Background: an optimization exercise with open tools, aiming at small area, a short achievable clock period and few clock cycles per item. Do not read the settings as production practice. The RTL was checked by simulation tests, not by an equivalence proof against the original design.

[flow/design.v]
module Float_Mult(
    input logic clk,
    input logic rst,
    input logic start,
    input logic [15:0] A,
    input logic [15:0] B,
    output logic [15:0] product,
    output logic valid,
    output logic underflag,overflag
);
    logic [10:0] A_mant, B_mant;
    logic product_sign;
    logic [21:0] product_mant;  
    logic signed [6:0] exp_sum;
    logic [9:0] norm_mant;
    logic signed [6:0] norm_exp;
    logic [1:0] state;
    assign A_mant = {1'b1, A[9:0]};
    assign B_mant = {1'b1, B[9:0]};
    always_ff @(posedge clk or negedge rst) begin
        if (!rst) begin
            valid <= 0;
            product <= 16'b0;
            underflag <= 0;
            overflag <= 0;
            state <= 2'b00;
            product_sign <= 0;
            product_mant <= 22'b0;
            exp_sum <= 7'sd0;
            norm_mant <= 10'b0;
            norm_exp <= 7'sd0;
        end else begin
            case (state)
            2'b00: begin
                if (start) begin
                    product_sign <= A[15] ^ B[15];
                    exp_sum <= $signed({2'b00, A[14:10]}) + $signed({2'b00, B[14:10]}) - 7'sd15;  
                    product_mant <= A_mant * B_mant;
                    valid <= 0;
                    state <= 2'b01;
                end
            end
            2'b01: begin
                norm_exp <= product_mant[21] ? exp_sum + 7'sd1 : exp_sum;
                norm_mant <= product_mant[21] ? product_mant[20:11] : product_mant[19:10];
                state <= 2'b10;
            end
            2'b10: begin
                if (norm_exp >= 7'sd31) begin
                    product <= {product_sign, 5'b11111, 10'b0};
                    overflag <= 1;
                    underflag <= 0;
                end else if (norm_exp <= 7'sd0) begin
                    product <= {product_sign, 5'b00000, 10'b0};
                    overflag <= 0;
                    underflag <= 1;
                end else begin
                    product <= {product_sign, norm_exp[4:0], norm_mant};
                    overflag <= 0;
                    underflag <= 0;
                end
                state <= 2'b11;
            end
            2'b11: begin
                valid <= 1;
                state <= 2'b00;
            end
            endcase
        end
    end
endmodule
module Float_Div(
    input logic clk,
    input logic rst,
    input logic start,
    input logic [15:0] A,
    input logic [15:0] B,
    output logic [15:0] quotient,
    output logic valid,
    output logic underflag,overflag
);
    logic quotient_sign;
    logic [10:0] A_mant, B_mant;
    logic [11:0] quotient_mant;
    logic signed [6:0] exp_diff;
    logic [9:0] norm_mant;
    logic signed [6:0] norm_exp;
    logic [1:0] state;
    always_ff @(posedge clk or negedge rst) begin
        if (!rst) begin
            valid <= 0;
            quotient <= 16'b0;
            underflag <= 0;
            overflag <= 0;
            state <= 2'b00;
            quotient_sign <= 0;
            A_mant <= 11'b0;
            B_mant <= 11'b0;
            quotient_mant <= 12'b0;
            exp_diff <= 7'sd0;
            norm_mant <= 10'b0;
            norm_exp <= 7'sd0;
        end else begin
            case (state)
            2'b00: begin
                if (start) begin
                    quotient_sign <= A[15] ^ B[15];
                    exp_diff <= $signed({2'b00, A[14:10]}) - $signed({2'b00, B[14:10]}) + 7'sd15;  
                    A_mant <= {1'b1, A[9:0]};
                    B_mant <= {1'b1, B[9:0]};
                    valid <= 0;
                    state <= 2'b01;
                end
            end
            2'b01: begin
                quotient_mant <= 12'({A_mant, 11'b0} / {11'b0, B_mant});
                state <= 2'b10;
            end
            2'b10: begin
                norm_mant <= quotient_mant[11] ? quotient_mant[10:1] : quotient_mant[9:0];
                norm_exp <= quotient_mant[11] ? exp_diff : exp_diff - 7'sd1;
                state <= 2'b11;
            end
            2'b11: begin
                if (norm_exp >= 7'sd31) begin
                    quotient <= {quotient_sign, 5'b11111, 10'b0};
                    overflag <= 1;
                    underflag <= 0;
                end else if (norm_exp <= 7'sd0) begin
                    quotient <= {quotient_sign, 5'b00000, 10'b0};
                    overflag <= 0;
                    underflag <= 1;
                end else begin
                    quotient <= {quotient_sign, norm_exp[4:0], norm_mant};
                    overflag <= 0;
                    underflag <= 0;
                end
                valid <= 1;
                state <= 2'b00;
            end
            endcase
        end
    end
endmodule
module Float_Add_16bit(clk, rst, start, X, Y, valid, sum, excflag);
input clk;
input rst;
input start;
input [15:0] X, Y;    
output [15:0] sum;    
output valid;
output excflag;       
reg X_sign, Y_sign;
reg [4:0] X_exp, Y_exp;
reg [10:0] X_mant, Y_mant;    
reg [15:0] X_r, Y_r;          
reg [10:0] X_mantissa, Y_mantissa;
reg [11:0] sum_mantissa, next_sum_mantissa;  
reg signed [6:0] sum_exp, next_sum_exp;
reg sum_sign, next_sum_sign;
reg [5:0] expsub;
reg [4:0] abs_diff;
reg [11:0] sum_mantissa_temp;
reg [1:0] next_state, pres_state;
reg valid, next_valid;
reg [15:0] sum, next_sum;
reg excflag, next_excflag;
reg [15:0] next_X_r, next_Y_r;
parameter IDLE = 2'b00;
parameter START = 2'b01;
parameter SHIFT_MANT = 2'b10;
always @ (posedge clk or negedge rst)
begin
    if(!rst)
    begin
        valid       <= 1'b0;
        pres_state  <= IDLE;
        sum_exp     <= 7'sd0;
        sum_mantissa <= 12'd0;
        sum_sign    <= 1'b0;
        sum         <= 16'd0;
        excflag     <= 1'b0;
        X_r         <= 16'd0;
        Y_r         <= 16'd0;
    end
    else
    begin
        valid       <= next_valid;
        pres_state  <= next_state;
        sum_exp     <= next_sum_exp;
        sum_mantissa <= next_sum_mantissa;
        sum_sign    <= next_sum_sign;
        sum         <= next_sum;
        excflag     <= next_excflag;
        X_r         <= next_X_r;
        Y_r         <= next_Y_r;
    end
end
always @ (*)
begin
    X_sign = X_r[15];
    X_exp = X_r[14:10];
    X_mant = {1'b1, X_r[9:0]};    
    Y_sign = Y_r[15];
    Y_exp = Y_r[14:10];
    Y_mant = {1'b1, Y_r[9:0]};
    next_valid = valid;
    next_sum_sign = sum_sign;
    next_sum_exp = sum_exp;
    next_sum_mantissa = sum_mantissa;
    next_state = pres_state;
    next_sum = sum;
    next_excflag = excflag;
    next_X_r = X_r;
    next_Y_r = Y_r;
    expsub = 6'd0;
    abs_diff = 5'd0;
    X_mantissa = 11'd0;
    Y_mantissa = 11'd0;
    sum_mantissa_temp = 12'd0;
    case(pres_state)
    IDLE:
    begin
        if (start)
        begin
            next_X_r = X;
            next_Y_r = Y;
            next_valid = 1'b0;
            next_state = START;
        end
    end
    START:
    begin
        expsub = {1'b0, X_exp} - {1'b0, Y_exp};
        abs_diff = expsub[5] ? ~(expsub[4:0]) + 1'b1 : expsub[4:0];   
        X_mantissa = expsub[5] ? X_mant >> abs_diff : X_mant;    
        Y_mantissa = expsub[5] ? Y_mant : Y_mant >> abs_diff;    
        next_sum_exp = expsub[5] ? {2'b00, Y_exp} : {2'b00, X_exp};   
        sum_mantissa_temp = !(X_sign ^ Y_sign) ? {1'b0, X_mantissa} + {1'b0, Y_mantissa} :  
                            (X_sign) ? {1'b0, Y_mantissa} - {1'b0, X_mantissa} :
                                       {1'b0, X_mantissa} - {1'b0, Y_mantissa};
        if ((X_sign ^ Y_sign) && sum_mantissa_temp[11])     
        begin
            next_sum_mantissa = ~(sum_mantissa_temp) + 1'b1;
            next_sum_sign = 1'b1;
        end
        else
        begin
            next_sum_mantissa = sum_mantissa_temp;
            next_sum_sign = (X_sign & Y_sign);
        end
        next_state = SHIFT_MANT;
    end
    SHIFT_MANT:                    
    begin
        if (sum_mantissa == 12'd0)
        begin
            next_sum = 16'd0;               
            next_excflag = 1'b0;
            next_valid = 1'b1;
            next_state = IDLE;
        end
        else if (sum_mantissa[11])
        begin
            next_sum_exp = sum_exp + 7'sd1;
            next_sum_mantissa = sum_mantissa >> 1;
        end
        else if (sum_mantissa[10])
        begin
            if (sum_exp >= 7'sd31)
            begin
                next_sum = {sum_sign, 5'b11111, 10'd0};
                next_excflag = 1'b1;
            end
            else if (sum_exp <= 7'sd0)
            begin
                next_sum = {sum_sign, 5'b00000, 10'd0};
                next_excflag = 1'b1;
            end
            else
            begin
                next_sum = {sum_sign, sum_exp[4:0], sum_mantissa[9:0]};
                next_excflag = 1'b0;
            end
            next_valid = 1'b1;
            next_state = IDLE;
        end
        else
        begin
            next_sum_exp = sum_exp - 7'sd1;
            next_sum_mantissa = sum_mantissa << 1;
        end
    end
    default:
        next_state = IDLE;
    endcase
end
endmodule
module fpu_top (
  input logic   clk,
  input logic   reset,
  input logic [15:0] a,
  input logic [15:0] b,
  output logic [15:0] quotient,product,sum,
  input logic start,
  output logic [4:0]  flags,
  output logic valid
);
logic div_valid, add_valid, mult_valid;
Float_Div div(
    .clk(clk),
    .rst(reset),
    .start(start),
    .A(a),
    .B(b),
    .quotient(quotient),
    .valid(div_valid),
    .underflag(flags[2]),
    .overflag(flags[3])
);
Float_Add_16bit add_sub(
.clk(clk),
.rst(reset),
.start(start),
.X(a),
.Y(b),
.valid(add_valid),
.sum(sum),
.excflag(flags[4])
);
Float_Mult mult(
    .clk(clk),
    .rst(reset),
    .start(start),
    .A(a),
    .B(b),
    .product(product),
    .valid(mult_valid),
    .underflag(flags[1]),
    .overflag(flags[0])
);
assign valid = div_valid & add_valid & mult_valid;
endmodule
[flow/run.sh]
#!/bin/bash
# synth_recipe.tcl (not shown) runs the flow's synth.tcl, then flattens the netlist and writes it again
# the make line also repeats each setting of config.mk as NAME=value (left out here)
make -C /OpenROAD-flow-scripts/flow DESIGN_CONFIG=/design/flow/config.mk WORK_HOME=/design/flow/orfs CLKGATE_MAP_FILE= SYNTH_SCRIPT=/design/flow/synth_recipe.tcl finish
[flow/config.mk]
export PLATFORM = sky130hd
export DESIGN_NAME = fpu_top
export DESIGN_NICKNAME = fpu_top
export VERILOG_FILES = /design/flow/design.v
export SDC_FILE = /design/flow/constraint.sdc
export NUM_CORES = 4
export LEC_CHECK = 0
export CAP_MARGIN = 20
export CORE_MARGIN = 2
export CORE_UTILIZATION = 40
export SLEW_MARGIN = 20
[flow/constraint.sdc]
create_clock -name core_clock -period 45.0 [get_ports {clk}]
set_input_delay 9.0000 -clock core_clock [delete_from_list [all_inputs] [get_ports {clk}]]
set_output_delay 9.0000 -clock core_clock [all_outputs]
set_load 0.01 [all_outputs]
==> impl_metrics.csv <==
group,metric,value,unit
final_layout,final_common_cell,"nand2_1",
clock_network,cts_root_buffer,"clkbuf_16",
critical_path,critPathCaptureType,"register",
detailed_routing,wl_per_cell,17.6,microns
synthesis,synthTopCellsByArea,"dfrtp_1 (19%), ha_1 (14%), fa_1 (6.4%), mux2_2 (4.4%), nand2_1 (4.3%)",
synthesis,async_flop_share,1.00,
timing,slew_headroom,0.299,
timing,max_clock_freq,23.4,MHz
synthesis,synth_enable_flop_cells,0,
final_layout,fin_nets,3899,
global_routing,antenna_found_initial,0,
timing,drv_slew,0,
clock_network,cts_tree,"done",
synthesis,synth-seq-area-share,0.192,
synthesis,syn_area_per_cell,8.26,sq um
die,initial_core_util,0.404,
critical_path,worstPathRequired,45.46,ns
detailed_routing,drc,0,
synthesis,synth_area,0.0272,sq mm
synthesis,synth_top_cell_area_share,0.192,
synthesis,yosys_warnings,3,
global_routing,grt_max_degree,87,
clock_network,insertion_delay,0.58,ns
timing,min_period,42.77,ns
final_layout,mostFrequentLayoutCells,"nand2_1 (310), ha_1 (296), nor2_1 (265)",
synthesis,ys_types,125,
placement,place_congestion,0.890,
global_routing,grt_pass1_vias,23400,
detailed_routing,wl,76700,microns
critical_path,slowest_delay,0.62,ns
global_routing,grt_pass1_wl,122000,microns
critical_path,reg2reg_depth,221,
clock_network,cts_max_path_buffers,3,
detailed_routing,dr.pass1.iters,5,
timing,tightest_slew,1.04,ns
detailed_routing,antenna_left,0,
placement,dp_hpwl,58000,microns
die,die_x,265,microns
critical_path,path_common_cell,"o21a_1",
synthesis,yosys_register_bits,209,
final_layout,layout-drive-gt1-share,0.154,
worst_hold_path,hold_path_depth,2,
detailed_routing,drt_iter0_drc,1415,
clock_network,clk_pin_slew,0.07,ns
die,die-area,0.0701,sq mm
synthesis,ys.flop_type,"dfrtp_1",
worst_hold_path,min_path_type,"register to register",
global_routing,grt_usage,0.211,
worst_hold_path,min-delay-start,"add_sub.sum[13]$_DFFE_PN0P_",
synthesis,synth_top_area_cell,"dfrtp_1",
timing,fin_crit_sh,0.950,
critical_path,cpMaxStageDelayCell,"or4b_2",
timing,skew,0.0218,ns
final_layout,syn2layout_area_growth,16.5,%
critical_path,cp_num_cells,221,
critical_path,cp_top_family,"compound AO/OA/AOI/OAI gates",
clock_network,htreeDepth,1,
detailed_routing,num_vias,24600,
critical_path,critPathLaunch,"div.B_mant[0]$_DFFE_PN0P_",
critical_path,worstReg2RegStart,"div.B_mant[0]$_DFFE_PN0P_",
synthesis,syn_inst,3293,
flow_run,max_cap_viol_count,0,
clock_network,cts_inserted_buffers,27,
placement,port_buffers,88,
critical_path,crit_buf_inv,14,
detailed_routing,wl_met3,3070,microns
final_layout,final_util,0.471,
die,die_h,265,microns
detailed_routing,wl_met1,35100,microns
clock_network,cts_sinks,209,
detailed_routing,top_layer_used,"met4",
timing,setup_violations,0,
die,num_rows,95,
critical_path,cp.arrival,43.23,ns
synthesis,synth.net_count,3718,
timing,hold_violations,0,
clock_network,holdBufCountCts,0,
critical_path,critPathMaxFanout,15,
detailed_routing,routed-wl-met2,36900,microns
die,core-area,0.0673,sq mm
final_layout,diodes,0,
critical_path,critPathLaunchType,"register",
global_routing,overflow,0,
die,ioPinCount,89,
critical_path,critical_path_class,"register to register",
detailed_routing,vias_per_cell,5.62,
timing,fin_hold_ws,0.476,ns
final_layout,fillers,6620,
outcome,status,"timing/DRC/antenna clean",
-- cells in the mapped netlist (21+ instances only) --
library cell,instances
xnor2_1,96
nand2_1,314
a22o_1,22
and2_1,84
nor2b_1,36
ha_1,303
nand2b_1,49
nor2_1,272
clkbuf_1,112
o211ai_1,28
fa_1,87
a21o_1,98
a31oi_1,21
inv_1,207
xor2_1,73
o21a_1,76
nor3_1,69
nand4_1,25
a21oi_1,229
o21ai_0,200
nand3_1,70
mux2_2,106
and3_1,29
o31ai_1,38
dfrtp_1,209
mux2i_1,76
-- state kept, by name, indices dropped and copies added, names as in the netlist, 11 cells and up --
signal	flops
add_sub.X_r	16
add_sub.Y_r	16
add_sub.sum	16
add_sub.sum_mantissa	12
div.B_mant	11
div.quotient	16
div.quotient_mant	12
mult.product	16
mult.product_mant	12
-- layer usage --
metal / vias up / track usage
met5: - / 0
li1: 12200 / -
met1: 11800 / 0.277
met2: 513 / 0.369
met4: 0 / 0.0489
met3: 114 / 0.0242
-- cell families (layout without fill, tap and decap cells) --
kind of cell / Yosys count / after routing / share of synthesized area
simple gates: 1048 / 1050 / 0.188
fa+ha+maj: 390 / 390 / 0.203
buf+inv: 349 / 548 / 0.0502
compound gates: 934 / 935 / 0.231
mux: 193 / 193 / 0.0798
xor+xnor: 170 / 170 / 0.0550
flops: 209 / 209 / 0.192
-- final timing paths --
kind	to	slack, ns
worst max-delay path	div.quotient_mant[0]$_DFFE_PN0P_	2.23
worst min-delay path	add_sub.sum[13]$_DFFE_PN0P_	0.48
worst max register to register	div.quotient_mant[0]$_DFFE_PN0P_	2.23
worst min register to register	add_sub.sum[13]$_DFFE_PN0P_	0.48
max in group asynchronous	div.quotient_mant[3]$_DFFE_PN0P_	35.28
min in group asynchronous	mult.product[5]$_DFFE_PN0P_	8.42
-- area by class of cell --
cell class	instances	area [sq um]	area share
Multi-Input combinational cell	2738	21200	0.669
Sequential cell	209	5230	0.165
Timing Repair Buffer	289	2430	0.0768
Tap cell	873	1090	0.0345
Inverter	209	785	0.0248
Clock buffer	35	766	0.0242
Clock inverter	15	170	0.00537
-- worst register-to-register path, delay by kind of cell (launching register included) --
family,cells,cell delay (ns)
adders and majority gates,22,6.51
buffers and inverters,14,1.86
muxes,10,2.60
AOI/OAI and AO/OA,123,22.35
and+or+nand+nor,52,8.99
DFF,1,0.34
-- through the flow --
step           setup slack (ns)  cell area, sq um  setup TNS, ns  instances
2_1_floorplan            0.0488             27300              0       3293
3_3_place_gp             -0.388             29700         -0.388       4247
3_5_place_dp              -1.31             29700          -1.31       4247
4_1_cts                  0.0491             30700              0       4300
5_1_grt                  -0.297             31700         -0.297       4368
6_report                   2.23             31700              0       4368
-- repair_timing --
item | in CTS | in global routing
buffers inserted | 3 | 64
gates cloned | 0 | 3
gates resized for setup | 12 | 97
endpoints found under the setup margin | 1 | 2
pin swaps | 1 | 42
Testbench counts, summed over its fixed seeds: cycles 39,968, ops 8,000.

-- static timing again, ports no longer ideal --
The flow's constraints put no driver on any port. The routed layout listed below was extracted and timed again, unchanged, in two steps.
Step 1 assumes that a clkbuf_16 drives the clock port and a buf_2 every other input.
Step 2 also shifts input and output timing later by t, the mid clock arrival at the registers, as if the neighbouring blocks saw the same clock.
Three values: ideal ports, drivers, drivers and shift; two values: the first two.
t, ns: 0.629
setup slack, ns: 2.228 / 2.228 / 2.228
worst setup path at the end: register to register
worst register clock-pin slew, ns: 0.07 / 0.07
worst slew at a driven data input, ns: 0.07
After both steps setup and hold are still met in this run. The setup slack of this run moves by 0.000 ns with the drivers and by 0.000 ns with both steps.
